From an optimization exercise on the open Yosys and OpenROAD flow, aimed at small area and a short achievable clock period; shortcuts taken in it are not production practice.
RTL that was checked went through simulation tests only; none was proved equivalent to the original.
Power is estimated from default activity; no workload was simulated.

==> run A: inputs <==
==> flow/design.v <==
`timescale 1ns / 1ps
module TwoToOneMux(input logic [15:0] a, b,
	input logic sel_mux,
	output logic [15:0] out);
    always_comb
	    out <= sel_mux ? b : a;
endmodule
`timescale 1ns / 1ps
module alu(input logic [15:0] I, a, b, mem_rdata,
	input logic add_op,
	output logic [15:0] wd, sum,
	output logic ovf);
	logic [15:0] y, p, g, sh_in, sh_out;
	logic [5:0] nz, lo;
	logic use_b, hi, sh_ok;
	logic sel_sum, sel_sll, sel_sra, sel_g, sel_p;
	assign nz = {I[12], I[6:5], I[4:2]};
	assign use_b = I[15] & ~(I[11] & ~I[10]);
	assign lo = use_b ? b[5:0] : nz;
	assign hi = I[14] ? I[5] : ~I[15] & I[12];
	assign y[5:0] = I[14] ? {I[12], I[11:10], I[6], 2'b00} : lo;
	assign y[15:6] = (use_b & ~I[14]) ? b[15:6] : {10{hi}};
	adder16 add(.a(a), .y(y), .add_op(add_op), .p(p), .g(g), .sum(sum), .ovf(ovf));
	assign sh_ok = nz[5:4] == 2'b00;
	always_comb
		for (int i = 0; i < 16; i++)
			sh_in[i] = I[15] ? a[15 - i] : a[i];
	assign sh_out = sh_in << nz[3:0];
	assign sel_sum = ~I[14] & (I[15] ? ~I[11] & I[1] : I[0]);
	assign sel_sll = ~I[14] & ~I[15] & ~I[0] & sh_ok;
	assign sel_sra = ~I[14] & I[15] & ~I[11] & ~I[1];
	assign sel_g = ~I[14] & I[15] & I[11] & (~I[10] | I[6]);
	assign sel_p = ~I[14] & I[15] & I[11] & I[10] & (I[6] ^ I[5]);
	always_comb begin
		wd = ({16{I[14]}} & mem_rdata) | ({16{sel_sum}} & sum) |
		     ({16{sel_g}} & g) | ({16{sel_p}} & p) |
		     ({16{sel_sll}} & sh_out) | {sel_sra & a[15], 15'd0};
		for (int i = 0; i < 16; i++)
			wd[i] = wd[i] | (sel_sra & sh_ok & sh_out[15 - i]);
	end
endmodule
module adder16(input logic [15:0] a, y,
	input logic add_op,
	output logic [15:0] p, g, sum,
	output logic ovf);
	logic [15:0] G [0:4];
	logic [15:0] P [0:4];
	logic [16:0] c;
	assign p = a ^ y;
	assign g = a & y;
	always_comb begin
		G[0] = g;
		P[0] = p;
		for (int l = 0; l < 4; l++)
			for (int i = 0; i < 16; i++)
				if ((i >> l) & 1) begin
					G[l+1][i] = G[l][i] | (P[l][i] & G[l][((i >> l) << l) - 1]);
					P[l+1][i] = P[l][i] & P[l][((i >> l) << l) - 1];
				end else begin
					G[l+1][i] = G[l][i];
					P[l+1][i] = P[l][i];
				end
	end
	assign c = {G[4], 1'b0};
	assign sum = p ^ c[15:0];
	assign ovf = add_op & ~(a[15] ^ y[15]) & (c[15] ^ a[15]);
endmodule
`timescale 1ns / 1ps
module instruction_decoder(input logic [15:0] I,
    output logic is_sw, is_beqz, is_bnez, add_op, wen,
    output logic [2:0] waddr);
    logic is_lw, is_add, is_srai, is_and, is_or, is_xor, is_andi, is_addi,
          is_slli;
    logic q0, q2;
    assign q0 = I[15:13] == 3'b000;
    assign q2 = I[15:13] == 3'b100;
    assign is_lw   = I[15:13] == 3'b010;
    assign is_sw   = I[15:13] == 3'b110 && I[1:0] == 2'b00;
    assign is_beqz = I[15:13] == 3'b110 && I[1:0] == 2'b01;
    assign is_bnez = I[15:13] == 3'b111;
    assign is_add  = q2 && I[11:10] == 2'b01 && I[1:0] == 2'b10;
    assign is_srai = q2 && I[11:10] == 2'b01 && I[1:0] == 2'b01;
    assign is_and  = q2 && I[11:10] == 2'b11 && I[6:5] == 2'b11;
    assign is_or   = q2 && I[11:10] == 2'b11 && I[6:5] == 2'b10;
    assign is_xor  = q2 && I[11:10] == 2'b11 && I[6:5] == 2'b01;
    assign is_andi = q2 && I[11:10] == 2'b10;
    assign is_addi = q0 && I[1:0] == 2'b01;
    assign is_slli = q0 && I[1:0] == 2'b10;
    assign add_op = is_lw | is_sw | is_add | is_addi;
    assign wen = is_lw | is_add | is_srai | is_and | is_or | is_xor |
                 is_andi | is_addi | is_slli;
    assign waddr = I[14] ? I[4:2] : I[9:7];
endmodule
`timescale 1ns / 1ps
module mapper(input [15:0] instruction,
              output logic [2:0] rs1,rs2,rd,
              output logic [6:0] immediate,
              output logic [5:0] nzimm,
              output logic [8:0] offset,
              output logic [3:0] opcode);
  always_comb
  begin
  opcode = 4'b1111;  
  nzimm = 0;
  offset = 0;
  immediate = 0;
  rs1=0;
  rs2=0;
  rd=0;
  case(instruction[15:13])
  3'b110:begin 
         case(instruction[1:0])
            2'b00 : begin immediate = {instruction[5],instruction[12],instruction[11:10],instruction[6],2'b00};rs1=instruction[9:7];rs2=instruction[4:2];opcode=4'b0001;end  
            2'b01 : begin offset = {instruction[12],instruction[12],instruction[6:5],instruction[2],instruction[11:10],instruction[4:3]}; rs1=instruction[9:7];opcode=4'b1010; end  
         endcase
           end
  3'b010: begin immediate = {instruction[5],instruction[12],instruction[11:10],instruction[6],2'b00};rs1=instruction[9:7]; rd = instruction[4:2];opcode=4'b0000; end  
  3'b100 : begin
           case(instruction[11:10])
                2'b01 : begin
                        case(instruction[1:0])
                        2'b10: begin rd = instruction[9:7]; rs2 = instruction[4:2];opcode=4'b0010; end  
                        2'b01: begin nzimm = {instruction[12],instruction[6:5],instruction[4:2]};rd = instruction[9:7];rs1=instruction[9:7];opcode= 4'b1000; end  
                        endcase 
                        end                                    
                2'b11 : begin
                        case(instruction[6:5])
                            2'b11: begin rs1 = instruction[9:7]; rd = instruction[9:7];rs2 = instruction[4:2];opcode=4'b0100;end  
                            2'b10: begin rs1 = instruction[9:7]; rd = instruction[9:7]; rs2 = instruction[4:2];opcode=4'b0110;end  
                            2'b01 : begin rs1 = instruction[9:7]; rd = instruction[9:7]; rs2 = instruction[4:2];opcode=4'b0111; end  
                         endcase 
                        end 
                2'b10 : begin immediate = {1'b0,instruction[12],instruction[6:5],instruction[4:2]}; rs1 = instruction[9:7]; rd = instruction[9:7];opcode=4'b0101; end  
            endcase
           end
  3'b000 : begin
           case(instruction[1:0])
                2'b01: begin nzimm = {instruction[12],instruction[6:5],instruction[4:2]};rs1 = instruction[9:7]; rd = instruction[9:7];opcode=4'b0011; end  
                2'b10 : begin nzimm = {instruction[12],instruction[6:5],instruction[4:2]};rd = instruction[9:7];opcode=4'b1001; end  
           endcase 
           end
  3'b111 : begin offset = {instruction[12],instruction[12],instruction[6:5],instruction[2],instruction[11:10],instruction[4:3]}; rs1 = instruction[9:7];opcode=4'b1011; end  
  endcase
  end
endmodule
`timescale 1ns / 1ps
module program_counter(input logic clk, rst, take_branch,
    input logic [7:0] offset,
	output logic [7:0] pc);
	logic [7:0] inc, nxt;
	logic [8:0] c;
	assign inc = take_branch ? offset : 8'd1;
	always_comb begin
		c[0] = 1'b0;
		for (int i = 0; i < 8; i++) begin
			nxt[i] = pc[i] ^ inc[i] ^ c[i];
			c[i+1] = (pc[i] & inc[i]) | (pc[i] & c[i]) | (inc[i] & c[i]);
		end
	end
	always_ff @(posedge clk, posedge rst)
		if (rst) pc <= 0;
		else pc <= nxt;
endmodule
`timescale 1ns / 1ps
module regfile(input logic rst, clk, wr_en,
	input logic [2:0] rd0_addr, rd1_addr, wr_addr,
	input logic [15:0] wr_data,
	output logic [15:0] rd0_data, rd1_data);
	logic [15:0] data [0:7];
	logic [7:0] valid;
	logic [7:0] we, s0, s1;
	always_comb
		for (int i = 0; i < 8; i++) begin
			we[i] = wr_en && wr_addr == i;
			s0[i] = valid[i] && rd0_addr == i;
			s1[i] = valid[i] && rd1_addr == i;
		end
	always_ff @(posedge clk, posedge rst)
		if (rst) valid <= 8'd0;
		else valid <= valid | we;
	always_ff @(posedge clk)
		for (int i = 0; i < 8; i++)
			if (we[i]) data[i] <= wr_data;
	always_comb begin
		rd0_data = 16'd0;
		rd1_data = 16'd0;
		for (int i = 0; i < 8; i++) begin
			rd0_data = rd0_data | ({16{s0[i]}} & data[i]);
			rd1_data = rd1_data | ({16{s1[i]}} & data[i]);
		end
	end
endmodule
`timescale 1ns / 1ps
module cpu16_top(input logic clk,
        input logic reset,
        output logic [7:0] imem_addr,       
        input logic [15:0] imem_rdata,      
        output logic [9:0] dmem_addr,       
        output logic [15:0] dmem_wdata,     
        output logic dmem_we,               
        input logic [15:0] dmem_rdata,      
        output logic ovf_ctrl,
        output logic take_branch
    );
    logic [15:0] I;
    logic [15:0] ra, rb, wd, sum;
    logic [2:0] waddr;
    logic wen;
    logic is_sw, is_beqz, is_bnez, add_op;
    assign I = imem_rdata;
    instruction_decoder dec(.I(I), .is_sw(is_sw), .is_beqz(is_beqz),
        .is_bnez(is_bnez), .add_op(add_op), .wen(wen), .waddr(waddr));
    regfile rf(.clk(clk), .rst(reset), .wr_en(wen), .wr_addr(waddr),
        .wr_data(wd), .rd0_addr(I[9:7]), .rd1_addr(I[4:2]),
        .rd0_data(ra), .rd1_data(rb));
    alu u_alu(.I(I), .a(ra), .b(rb), .mem_rdata(dmem_rdata), .add_op(add_op),
        .wd(wd), .sum(sum), .ovf(ovf_ctrl));
    assign take_branch = (is_beqz & ~|ra) | (is_bnez & |ra);
    program_counter pcu(.clk(clk), .rst(reset), .take_branch(take_branch),
        .offset({I[12], I[6:5], I[2], I[11:10], I[4:3]}), .pc(imem_addr));
    assign dmem_addr = sum[9:0];
    assign dmem_wdata = rb;
    assign dmem_we = is_sw;
endmodule
==> flow/run.sh <==
#!/bin/bash
# synth_recipe.tcl (not shown) runs the flow's synth.tcl, then flattens the netlist and writes it again
# the make line also repeats each setting of config.mk as NAME=value (left out here)
make -C /OpenROAD-flow-scripts/flow DESIGN_CONFIG=/design/flow/config.mk WORK_HOME=/design/flow/orfs CLKGATE_MAP_FILE= SYNTH_SCRIPT=/design/flow/synth_recipe.tcl finish
==> flow/config.mk <==
export PLATFORM = sky130hd
export DESIGN_NAME = cpu16_top
export DESIGN_NICKNAME = cpu16_top
export VERILOG_FILES = /design/flow/design.v
export SDC_FILE = /design/flow/constraint.sdc
export NUM_CORES = 4
export LEC_CHECK = 0
export CAP_MARGIN = 20
export CORE_MARGIN = 2
export CORE_UTILIZATION = 40
export CTS_BUF_LIST = sky130_fd_sc_hd__clkbuf_4 sky130_fd_sc_hd__clkbuf_8
export SETUP_SLACK_MARGIN = 5
export SLEW_MARGIN = 20
export SYNTH_HIERARCHICAL = 1
export SYNTH_MINIMUM_KEEP_SIZE = 0
==> flow/constraint.sdc <==
create_clock -name core_clock -period 15.0 [get_ports {clk}]
set_input_delay 3.0000 -clock core_clock [delete_from_list [all_inputs] [get_ports {clk}]]
set_output_delay 3.0000 -clock core_clock [all_outputs]
set_load 0.01 [all_outputs]
==> inputs of run Y, as changes to run A <==
--- a/flow/design.v
+++ b/flow/design.v
@@ -11,6 +11,9 @@
 	output logic [15:0] wd, sum,
 	output logic ovf);
 	logic [15:0] y, p, g, sh_in, sh_out;
+	logic [15:0] G [0:4];
+	logic [15:0] P [0:4];
+	logic [16:0] c;
 	logic [5:0] nz, lo;
 	logic use_b, hi, sh_ok;
 	logic sel_sum, sel_sll, sel_sra, sel_g, sel_p;
@@ -20,32 +23,6 @@
 	assign hi = I[14] ? I[5] : ~I[15] & I[12];
 	assign y[5:0] = I[14] ? {I[12], I[11:10], I[6], 2'b00} : lo;
 	assign y[15:6] = (use_b & ~I[14]) ? b[15:6] : {10{hi}};
-	adder16 add(.a(a), .y(y), .add_op(add_op), .p(p), .g(g), .sum(sum), .ovf(ovf));
-	assign sh_ok = nz[5:4] == 2'b00;
-	always_comb
-		for (int i = 0; i < 16; i++)
-			sh_in[i] = I[15] ? a[15 - i] : a[i];
-	assign sh_out = sh_in << nz[3:0];
-	assign sel_sum = ~I[14] & (I[15] ? ~I[11] & I[1] : I[0]);
-	assign sel_sll = ~I[14] & ~I[15] & ~I[0] & sh_ok;
-	assign sel_sra = ~I[14] & I[15] & ~I[11] & ~I[1];
-	assign sel_g = ~I[14] & I[15] & I[11] & (~I[10] | I[6]);
-	assign sel_p = ~I[14] & I[15] & I[11] & I[10] & (I[6] ^ I[5]);
-	always_comb begin
-		wd = ({16{I[14]}} & mem_rdata) | ({16{sel_sum}} & sum) |
-		     ({16{sel_g}} & g) | ({16{sel_p}} & p) |
-		     ({16{sel_sll}} & sh_out) | {sel_sra & a[15], 15'd0};
-		for (int i = 0; i < 16; i++)
-			wd[i] = wd[i] | (sel_sra & sh_ok & sh_out[15 - i]);
-	end
-endmodule
-module adder16(input logic [15:0] a, y,
-	input logic add_op,
-	output logic [15:0] p, g, sum,
-	output logic ovf);
-	logic [15:0] G [0:4];
-	logic [15:0] P [0:4];
-	logic [16:0] c;
 	assign p = a ^ y;
 	assign g = a & y;
 	always_comb begin
@@ -64,6 +41,23 @@
 	assign c = {G[4], 1'b0};
 	assign sum = p ^ c[15:0];
 	assign ovf = add_op & ~(a[15] ^ y[15]) & (c[15] ^ a[15]);
+	assign sh_ok = nz[5:4] == 2'b00;
+	always_comb
+		for (int i = 0; i < 16; i++)
+			sh_in[i] = I[15] ? a[15 - i] : a[i];
+	assign sh_out = sh_in << nz[3:0];
+	assign sel_sum = ~I[14] & (I[15] ? ~I[11] & I[1] : I[0]);
+	assign sel_sll = ~I[14] & ~I[15] & ~I[0] & sh_ok;
+	assign sel_sra = ~I[14] & I[15] & ~I[11] & ~I[1];
+	assign sel_g = ~I[14] & I[15] & I[11] & (~I[10] | I[6]);
+	assign sel_p = ~I[14] & I[15] & I[11] & I[10] & (I[6] ^ I[5]);
+	always_comb begin
+		wd = ({16{I[14]}} & mem_rdata) | ({16{sel_sum}} & sum) |
+		     ({16{sel_g}} & g) | ({16{sel_p}} & p) |
+		     ({16{sel_sll}} & sh_out) | {sel_sra & a[15], 15'd0};
+		for (int i = 0; i < 16; i++)
+			wd[i] = wd[i] | (sel_sra & sh_ok & sh_out[15 - i]);
+	end
 endmodule
 `timescale 1ns / 1ps
 module instruction_decoder(input logic [15:0] I,
==> flow/flow/run.sh (new file) <==
#!/bin/bash
set -euo pipefail
cd "$(dirname "$0")/.."
export BUFFER_PORTS_ARGS="-buffer_cell sky130_fd_sc_hd__buf_1"
export SETUP_SLACK_MARGIN=6
bash standard.sh > make.log 2>&1
==> flow/standard.sh (new file) <==
#!/bin/bash
# synth_recipe.tcl (not shown) runs the flow's synth.tcl, then flattens the netlist and writes it again
# the make line also repeats each setting of config.mk as NAME=value (left out here)
make -C /OpenROAD-flow-scripts/flow DESIGN_CONFIG=/design/flow/config.mk WORK_HOME=/design/flow/orfs CLKGATE_MAP_FILE= SYNTH_SCRIPT=/design/flow/synth_recipe.tcl "${@:-finish}"
--- a/flow/config.mk
+++ b/flow/config.mk
@@ -9,7 +9,4 @@
 export CORE_MARGIN = 2
 export CORE_UTILIZATION = 40
 export CTS_BUF_LIST = sky130_fd_sc_hd__clkbuf_4 sky130_fd_sc_hd__clkbuf_8
-export SETUP_SLACK_MARGIN = 5
 export SLEW_MARGIN = 20
-export SYNTH_HIERARCHICAL = 1
-export SYNTH_MINIMUM_KEEP_SIZE = 0
removed: flow/run.sh
==> inputs of run H, as changes to run A <==
==> flow/flow/run.sh (new file) <==
#!/bin/bash
set -euo pipefail
cd "$(dirname "$0")/.."
export BUFFER_PORTS_ARGS="-buffer_cell sky130_fd_sc_hd__buf_1"
export SETUP_SLACK_MARGIN=5.5
bash standard.sh > make.log 2>&1
==> flow/standard.sh (new file) <==
#!/bin/bash
# synth_recipe.tcl (not shown) runs the flow's synth.tcl, then flattens the netlist and writes it again
# the make line also repeats each setting of config.mk as NAME=value (left out here)
make -C /OpenROAD-flow-scripts/flow DESIGN_CONFIG=/design/flow/config.mk WORK_HOME=/design/flow/orfs CLKGATE_MAP_FILE= SYNTH_SCRIPT=/design/flow/synth_recipe.tcl "${@:-finish}"
--- a/flow/config.mk
+++ b/flow/config.mk
@@ -9,7 +9,6 @@
 export CORE_MARGIN = 2
 export CORE_UTILIZATION = 40
 export CTS_BUF_LIST = sky130_fd_sc_hd__clkbuf_4 sky130_fd_sc_hd__clkbuf_8
-export SETUP_SLACK_MARGIN = 5
 export SLEW_MARGIN = 20
 export SYNTH_HIERARCHICAL = 1
 export SYNTH_MINIMUM_KEEP_SIZE = 0
removed: flow/run.sh
==> inputs of run Z, as changes to run A <==
--- a/flow/design.v
+++ b/flow/design.v
@@ -7,70 +7,49 @@
 endmodule
 `timescale 1ns / 1ps
 module alu(input logic [15:0] I, a, b, mem_rdata,
-	input logic add_op,
+	input logic is_lw, is_sw, is_add, is_addi, is_and, is_or, is_xor,
+	            is_andi, is_slli, is_srai,
 	output logic [15:0] wd, sum,
 	output logic ovf);
-	logic [15:0] y, p, g, sh_in, sh_out;
-	logic [5:0] nz, lo;
-	logic use_b, hi, sh_ok;
-	logic sel_sum, sel_sll, sel_sra, sel_g, sel_p;
+	logic [15:0] y, sh_in, sh_out, rev_out;
+	logic [5:0] nz;
+	logic [3:0] sh;
+	logic sh_ok;
 	assign nz = {I[12], I[6:5], I[4:2]};
-	assign use_b = I[15] & ~(I[11] & ~I[10]);
-	assign lo = use_b ? b[5:0] : nz;
-	assign hi = I[14] ? I[5] : ~I[15] & I[12];
-	assign y[5:0] = I[14] ? {I[12], I[11:10], I[6], 2'b00} : lo;
-	assign y[15:6] = (use_b & ~I[14]) ? b[15:6] : {10{hi}};
-	adder16 add(.a(a), .y(y), .add_op(add_op), .p(p), .g(g), .sum(sum), .ovf(ovf));
+	always_comb
+		if (is_lw | is_sw) y = {{10{I[5]}}, I[12], I[11:10], I[6], 2'b00};
+		else if (is_add) y = b;
+		else y = {{10{nz[5]}}, nz};
+	assign sum = a + y;
+	assign ovf = (is_lw | is_sw | is_add | is_addi) &
+		((~a[15] & ~y[15] & sum[15]) | (a[15] & y[15] & ~sum[15]));
+	assign sh = nz[3:0];
 	assign sh_ok = nz[5:4] == 2'b00;
 	always_comb
 		for (int i = 0; i < 16; i++)
-			sh_in[i] = I[15] ? a[15 - i] : a[i];
-	assign sh_out = sh_in << nz[3:0];
-	assign sel_sum = ~I[14] & (I[15] ? ~I[11] & I[1] : I[0]);
-	assign sel_sll = ~I[14] & ~I[15] & ~I[0] & sh_ok;
-	assign sel_sra = ~I[14] & I[15] & ~I[11] & ~I[1];
-	assign sel_g = ~I[14] & I[15] & I[11] & (~I[10] | I[6]);
-	assign sel_p = ~I[14] & I[15] & I[11] & I[10] & (I[6] ^ I[5]);
+			sh_in[i] = is_srai ? a[15 - i] : a[i];
+	assign sh_out = sh_ok ? (sh_in << sh) : 16'd0;
+	always_comb
+		for (int i = 0; i < 16; i++)
+			rev_out[i] = sh_out[15 - i];
 	always_comb begin
-		wd = ({16{I[14]}} & mem_rdata) | ({16{sel_sum}} & sum) |
-		     ({16{sel_g}} & g) | ({16{sel_p}} & p) |
-		     ({16{sel_sll}} & sh_out) | {sel_sra & a[15], 15'd0};
-		for (int i = 0; i < 16; i++)
-			wd[i] = wd[i] | (sel_sra & sh_ok & sh_out[15 - i]);
+		wd = 16'd0;
+		if (is_lw) wd = mem_rdata;
+		if (is_add | is_addi) wd = wd | sum;
+		if (is_and) wd = wd | (a & b);
+		if (is_or) wd = wd | (a | b);
+		if (is_xor) wd = wd | (a ^ b);
+		if (is_andi) wd = wd | (a & {10'd0, nz});
+		if (is_slli) wd = wd | sh_out;
+		if (is_srai) wd = wd | rev_out | {a[15], 15'd0};
 	end
-endmodule
-module adder16(input logic [15:0] a, y,
-	input logic add_op,
-	output logic [15:0] p, g, sum,
-	output logic ovf);
-	logic [15:0] G [0:4];
-	logic [15:0] P [0:4];
-	logic [16:0] c;
-	assign p = a ^ y;
-	assign g = a & y;
-	always_comb begin
-		G[0] = g;
-		P[0] = p;
-		for (int l = 0; l < 4; l++)
-			for (int i = 0; i < 16; i++)
-				if ((i >> l) & 1) begin
-					G[l+1][i] = G[l][i] | (P[l][i] & G[l][((i >> l) << l) - 1]);
-					P[l+1][i] = P[l][i] & P[l][((i >> l) << l) - 1];
-				end else begin
-					G[l+1][i] = G[l][i];
-					P[l+1][i] = P[l][i];
-				end
-	end
-	assign c = {G[4], 1'b0};
-	assign sum = p ^ c[15:0];
-	assign ovf = add_op & ~(a[15] ^ y[15]) & (c[15] ^ a[15]);
 endmodule
 `timescale 1ns / 1ps
 module instruction_decoder(input logic [15:0] I,
-    output logic is_sw, is_beqz, is_bnez, add_op, wen,
+    output logic is_lw, is_sw, is_beqz, is_bnez, is_add, is_addi, is_and,
+                 is_or, is_xor, is_andi, is_slli, is_srai,
+    output logic wen,
     output logic [2:0] waddr);
-    logic is_lw, is_add, is_srai, is_and, is_or, is_xor, is_andi, is_addi,
-          is_slli;
     logic q0, q2;
     assign q0 = I[15:13] == 3'b000;
     assign q2 = I[15:13] == 3'b100;
@@ -86,10 +65,9 @@
     assign is_andi = q2 && I[11:10] == 2'b10;
     assign is_addi = q0 && I[1:0] == 2'b01;
     assign is_slli = q0 && I[1:0] == 2'b10;
-    assign add_op = is_lw | is_sw | is_add | is_addi;
     assign wen = is_lw | is_add | is_srai | is_and | is_or | is_xor |
                  is_andi | is_addi | is_slli;
-    assign waddr = I[14] ? I[4:2] : I[9:7];
+    assign waddr = is_lw ? I[4:2] : I[9:7];
 endmodule
 `timescale 1ns / 1ps
 module mapper(input [15:0] instruction,
@@ -147,19 +125,9 @@
 module program_counter(input logic clk, rst, take_branch,
     input logic [7:0] offset,
 	output logic [7:0] pc);
-	logic [7:0] inc, nxt;
-	logic [8:0] c;
-	assign inc = take_branch ? offset : 8'd1;
-	always_comb begin
-		c[0] = 1'b0;
-		for (int i = 0; i < 8; i++) begin
-			nxt[i] = pc[i] ^ inc[i] ^ c[i];
-			c[i+1] = (pc[i] & inc[i]) | (pc[i] & c[i]) | (inc[i] & c[i]);
-		end
-	end
 	always_ff @(posedge clk, posedge rst)
 		if (rst) pc <= 0;
-		else pc <= nxt;
+		else pc <= pc + (take_branch ? offset : 8'd1);
 endmodule
 `timescale 1ns / 1ps
 module regfile(input logic rst, clk, wr_en,
@@ -206,14 +174,21 @@
     logic [15:0] ra, rb, wd, sum;
     logic [2:0] waddr;
     logic wen;
-    logic is_sw, is_beqz, is_bnez, add_op;
+    logic is_lw, is_sw, is_beqz, is_bnez, is_add, is_addi, is_and, is_or,
+          is_xor, is_andi, is_slli, is_srai;
     assign I = imem_rdata;
-    instruction_decoder dec(.I(I), .is_sw(is_sw), .is_beqz(is_beqz),
-        .is_bnez(is_bnez), .add_op(add_op), .wen(wen), .waddr(waddr));
+    instruction_decoder dec(.I(I), .is_lw(is_lw), .is_sw(is_sw),
+        .is_beqz(is_beqz), .is_bnez(is_bnez), .is_add(is_add),
+        .is_addi(is_addi), .is_and(is_and), .is_or(is_or), .is_xor(is_xor),
+        .is_andi(is_andi), .is_slli(is_slli), .is_srai(is_srai),
+        .wen(wen), .waddr(waddr));
     regfile rf(.clk(clk), .rst(reset), .wr_en(wen), .wr_addr(waddr),
         .wr_data(wd), .rd0_addr(I[9:7]), .rd1_addr(I[4:2]),
         .rd0_data(ra), .rd1_data(rb));
-    alu u_alu(.I(I), .a(ra), .b(rb), .mem_rdata(dmem_rdata), .add_op(add_op),
+    alu u_alu(.I(I), .a(ra), .b(rb), .mem_rdata(dmem_rdata),
+        .is_lw(is_lw), .is_sw(is_sw), .is_add(is_add), .is_addi(is_addi),
+        .is_and(is_and), .is_or(is_or), .is_xor(is_xor), .is_andi(is_andi),
+        .is_slli(is_slli), .is_srai(is_srai),
         .wd(wd), .sum(sum), .ovf(ovf_ctrl));
     assign take_branch = (is_beqz & ~|ra) | (is_bnez & |ra);
     program_counter pcu(.clk(clk), .rst(reset), .take_branch(take_branch),
--- a/flow/config.mk
+++ b/flow/config.mk
@@ -8,8 +8,5 @@
 export CAP_MARGIN = 20
 export CORE_MARGIN = 2
 export CORE_UTILIZATION = 40
-export CTS_BUF_LIST = sky130_fd_sc_hd__clkbuf_4 sky130_fd_sc_hd__clkbuf_8
 export SETUP_SLACK_MARGIN = 5
 export SLEW_MARGIN = 20
-export SYNTH_HIERARCHICAL = 1
-export SYNTH_MINIMUM_KEEP_SIZE = 0
==> notes <==
The lowest total power belongs to run H, the highest to run Z. Flip-flop and latch count is the same in run H and run Y. The highest sequential share of layout area belongs to run H, the lowest to run Z. Count of clock-buffer cells in the layout is the same in run H and run Y. The lowest combinational power belongs to run H, the highest to run Z.
==> figures <==
item                                                                    run H                      run A                     run Y                      run Z
Flip-flop and latch share of the layout cell area                       42.6%                      40.1%                     39.6%                      36.5%
Outcome                                              timing/DRC/antenna clean   timing/DRC/antenna clean  timing/DRC/antenna clean   timing/DRC/antenna clean
Number of signal-net inverters in the final layout                         17                         17                        38                         49
Synth Area in Simple Gates                                              12.3%                      12.3%                     14.7%                      12.5%
Wire length of the first global-routing pass                          44.1 mm                    44.5 mm                   49.3 mm                    48.1 mm
Unrepaired setup endpoints after global routing                          true                      false                      true                      false
Most common cell in the synthesized netlist         sky130_fd_sc_hd__edfxtp_1  sky130_fd_sc_hd__edfxtp_1  sky130_fd_sc_hd__a22oi_1  sky130_fd_sc_hd__edfxtp_1
Final worst setup slack                                               5590 ps                    5220 ps                   5580 ps                    5130 ps
Vias post-DR                                                             7171                       7140                      8210                       8154
Internal Dissipation                                                 0.725 mW                   0.821 mW                  0.772 mW                   0.925 mW
Commonest non-fill, non-tap cell in the layout      sky130_fd_sc_hd__edfxtp_1  sky130_fd_sc_hd__edfxtp_1  sky130_fd_sc_hd__a22oi_1  sky130_fd_sc_hd__edfxtp_1
Fin crit period                                                       9410 ps                    9780 ps                   9420 ps                    9870 ps
Only the layout flow was run in run Z; the RTL was not checked for function there.

separate check: timing with driven ports:
The results above use ideal ports. As a check the final layouts listed here were re-extracted and re-timed, cells and wires unchanged. Step 1 (the two cells are an assumption about what drives the block):
set clk [get_ports {clk}]
set_driving_cell -lib_cell sky130_fd_sc_hd__clkbuf_16 $clk
set_driving_cell -lib_cell sky130_fd_sc_hd__buf_2 [delete_from_list [all_inputs] $clk]
Step 2 also shifts input and output timing later by t, the mid clock arrival at the registers, as if the neighbouring blocks saw the same clock. a / b / c = no drivers / after step 1 / after step 2; a / b = the first two.
run | t (ns) | slack for setup (ns) | worst slew at a driven data input, ns
run A | 0.490 | 5.217 / 5.197 / 5.197 | 0.04
run Y | 0.497 | 5.579 / 5.542 / 5.542 | 0.04
run H | 0.487 | 5.591 / 5.567 / 5.567 | 0.04
run Z | 0.474 | 5.127 / 5.106 / 5.106 | 0.06
After both steps setup and hold are still met in every run listed. For run Y, which loses most, drivers alone change the setup slack by -0.037 ns; drivers and shift together by -0.037 ns.
